Source: an optimization exercise on an open RTL-to-GDS flow (aim: small area, a short achievable clock period and few clock cycles per item). Production flows keep margins and buffers that such runs may drop.
Function was checked by simulation only, so behaviour that the tests miss may differ from the original.

Setup of red:
## ahb_lite_fir_filter
module ahb_lite_fir_filter (
    input  wire        clk,
    input  wire        n_rst,
    input  wire        hsel,
    input  wire [3:0]  haddr,
    input  wire        hsize,
    input  wire [1:0]  htrans,
    input  wire        hwrite,
    input  wire [15:0] hwdata,
    output reg  [15:0] hrdata,
    output reg         hresp
);
Size in the first run: roughly 2700 cells after synthesis, ~340 flip-flops, ~25000 sq um of cells after synthesis.
Settings: LEC_CHECK=0, ABC_AREA=1, CAP_MARGIN=20, CORE_MARGIN=2, CORE_UTILIZATION=40, CTS_CLUSTER_DIAMETER=120, CTS_CLUSTER_SIZE=22, PLACE_DENSITY=0.8, SETUP_SLACK_MARGIN=5, SLEW_MARGIN=20; clock period 11.0 ns.
standard.sh (not shown) runs the stock make flow with config.mk's settings and CLKGATE_MAP_FILE= SYNTH_SCRIPT=/design/flow/synth_recipe.tcl, a recipe that flattens the netlist after the stock synthesis.
==> flow/flow/run.sh <==
#!/bin/bash
bash standard.sh SETUP_SLACK_MARGIN=6.0 "BUFFER_PORTS_ARGS=-buffer_cell sky130_fd_sc_hd__buf_2" finish > standard.log 2>&1
Testbench counts of red, summed over its fixed seeds: cycles 4,880, samples 1,600.
Inputs modified between red and blue:
# red
export LEC_CHECK = 0
export ABC_AREA = 1
export CAP_MARGIN = 20
export CORE_MARGIN = 2
export CORE_UTILIZATION = 40
export CTS_CLUSTER_DIAMETER = 120
export CTS_CLUSTER_SIZE = 22
export PLACE_DENSITY = 0.8
export SETUP_SLACK_MARGIN = 5
export SLEW_MARGIN = 20
create_clock -name core_clock -period 11.0 [get_ports {clk}]
# blue
export LEC_CHECK = 0
export ABC_AREA = 0
export CAP_MARGIN = 20
export CORE_MARGIN = 2
export CORE_UTILIZATION = 40
export CTS_CLUSTER_DIAMETER = 120
export CTS_CLUSTER_SIZE = 22
export SETUP_SLACK_MARGIN = 5
export SLEW_MARGIN = 20
create_clock -name core_clock -period 11.0 [get_ports {clk}]
Findings:
Post-DP HPWL (red / blue): 0.860
Between blue and red, post-route fraction of the period consumed by the critical path is lower for red, blue comes in above that.
blue gives less peak per-stage delay on the critical path than red did.
Delta (blue minus red): mux cell area share after synthesis higher.
The following lists how green was set up differently from blue:
# blue
export LEC_CHECK = 0
export ABC_AREA = 0
export CAP_MARGIN = 20
export CORE_MARGIN = 2
export CORE_UTILIZATION = 40
export CTS_CLUSTER_DIAMETER = 120
export CTS_CLUSTER_SIZE = 22
export SETUP_SLACK_MARGIN = 5
export SLEW_MARGIN = 20
create_clock -name core_clock -period 11.0 [get_ports {clk}]
# green
export LEC_CHECK = 0
export ABC_AREA = 1
export CAP_MARGIN = 10
export CORE_MARGIN = 2
export CORE_UTILIZATION = 40
export CTS_CLUSTER_DIAMETER = 120
export CTS_CLUSTER_SIZE = 22
export PLACE_DENSITY = 0.7
export SETUP_SLACK_MARGIN = 5
export SLEW_MARGIN = 10
create_clock -name core_clock -period 11.0 [get_ports {clk}]
Notes after the runs:
- On count of inverters other than clock inverters in the layout, the higher figure sits with green, not blue.
- Compared with blue, in green share of synthesized cell area in and, or, nand and nor gates went up; met2 capacity usage during global routing went down.
- Ratio of final minimum period to clock period in green is 5.8 points lower than in blue
- First element of the critical path: ACC[15]$_DFFE_PP_ -> green, ACC[11]$_DFFE_PP_ -> blue

---

Starting RTL as in the previous note.
Settings: LEC_CHECK=0, CAP_MARGIN=20, CORE_MARGIN=2, CORE_UTILIZATION=40, SETUP_SLACK_MARGIN=5, SLEW_MARGIN=20; clock period 11.0 ns.
==> flow/flow/run.sh <==
#!/bin/bash
bash standard.sh SETUP_SLACK_MARGIN=6.3 finish > standard.log 2>&1
Testbench counts at the start, summed over its fixed seeds: cycles 4,880, samples 1,600.
Then changed:
==> flow/flow/run.sh (replaced) <==
#!/bin/bash
bash standard.sh SETUP_SLACK_MARGIN=5.7 "BUFFER_PORTS_ARGS=-buffer_cell sky130_fd_sc_hd__buf_2" finish > standard.log 2>&1
Settings changed: ABC_AREA set to 1, CTS_CLUSTER_DIAMETER set to 120, CTS_CLUSTER_SIZE set to 22.
Effect: First-iteration DRC count came out lower by 36%; setup slack is better by 0.24 ns; area after synthesis came out higher by 0.87%; die area came out higher by 0.85%; cell area falls by 12%; final cell count increases by 2.6%.
Then changed:
==> flow/flow/run.sh (replaced) <==
#!/bin/bash
bash standard.sh SETUP_SLACK_MARGIN=6.0 "BUFFER_PORTS_ARGS=-buffer_cell sky130_fd_sc_hd__buf_2" finish > standard.log 2>&1
Settings changed: CTS_CLUSTER_SIZE 22 to 24, PLACE_DENSITY set to 0.7.
What happened: The changed run produced a clean layout; via count grows by 0.66%; worst setup slack improved by 0.28 ns; synthesized area does not change; utilization increases by 0.75 points.
Then changed:
==> flow/flow/run.sh (replaced) <==
#!/bin/bash
bash standard.sh SETUP_SLACK_MARGIN=5.7 finish > standard.log 2>&1
Settings changed: ABC_AREA 1 to unset, CTS_CLUSTER_DIAMETER 120 to unset, CTS_CLUSTER_SIZE 24 to unset, PLACE_DENSITY 0.7 to unset.
Utilization grows by 2.2 points.
Routed wire length grows by 23%.
Hold slack got worse by 0.016 ns.
Critical path depth shrinks by 3.
Clock-buffer cell count grows by 21.
Cell count shrinks by 5.8%.
Then changed:
==> flow/flow/run.sh (replaced) <==
#!/bin/bash
bash standard.sh SETUP_SLACK_MARGIN=6.0 "BUFFER_PORTS_ARGS=-buffer_cell sky130_fd_sc_hd__buf_2" finish > standard.log 2>&1
Settings changed: ABC_AREA set to 1, CTS_CLUSTER_DIAMETER set to 120, CTS_CLUSTER_SIZE set to 22, PLACE_DENSITY set to 0.7.
Wire length went down by 19%.
Cell count went up by 6.3%.
Die area went up by 0.85%.
Non-clock buffer count went down by 32.
Cell area went down by 3.1%.
Setup slack gains 0.51 ns.
Utilization went down by 2.1 points.

-- port drivers added, routing unchanged --
The flow's constraints put no driver on any port. The routed layouts listed below were extracted and timed again, unchanged, in two steps.
Step 1, drivers: a clkbuf_16 drives clk and a buf_2 each remaining input, both assumed.
Step 2 adds t to the input delays and takes it off the output delays; t is the mean of the earliest and latest rising clock arrival at the registers after step 1. Input paths then give back, and output paths get back, about the clock's delay inside the block.
Three values: ideal, step 1, step 2; two values: the first two.
run	t, ns	setup slack, ns	latest minus earliest clock arrival (ns)	slew at the worst register clock pin (ns)	worst slew at a driven data input, ns
red	0.615	6.034 / 5.970 / 5.491	0.034 / 0.033	0.11 / 0.11	0.07
blue	0.637	5.380 / 5.315 / 5.435	0.036 / 0.037	0.10 / 0.10	0.06
green	0.619	6.020 / 5.955 / 5.515	0.050 / 0.051	0.11 / 0.11	0.05
the first run of note 2	0.625	5.509 / 5.455 / 5.469	0.035 / 0.035	0.07 / 0.07	0.06
the second run of note 2	0.626	5.753 / 5.690 / 5.299	0.034 / 0.034	0.10 / 0.10	0.04
the third run of note 2	0.621	6.030 / 5.969 / 5.491	0.063 / 0.063	0.11 / 0.11	0.05
the fourth run of note 2	0.611	5.508 / 5.453 / 5.195	0.038 / 0.037	0.07 / 0.07	0.04
the fifth run of note 2	0.619	6.021 / 5.955 / 5.519	0.051 / 0.051	0.11 / 0.11	0.05
After both steps setup and hold are still met in every run listed. For red, which loses most, drivers alone change the setup slack by -0.064 ns; drivers and shift together by -0.543 ns.
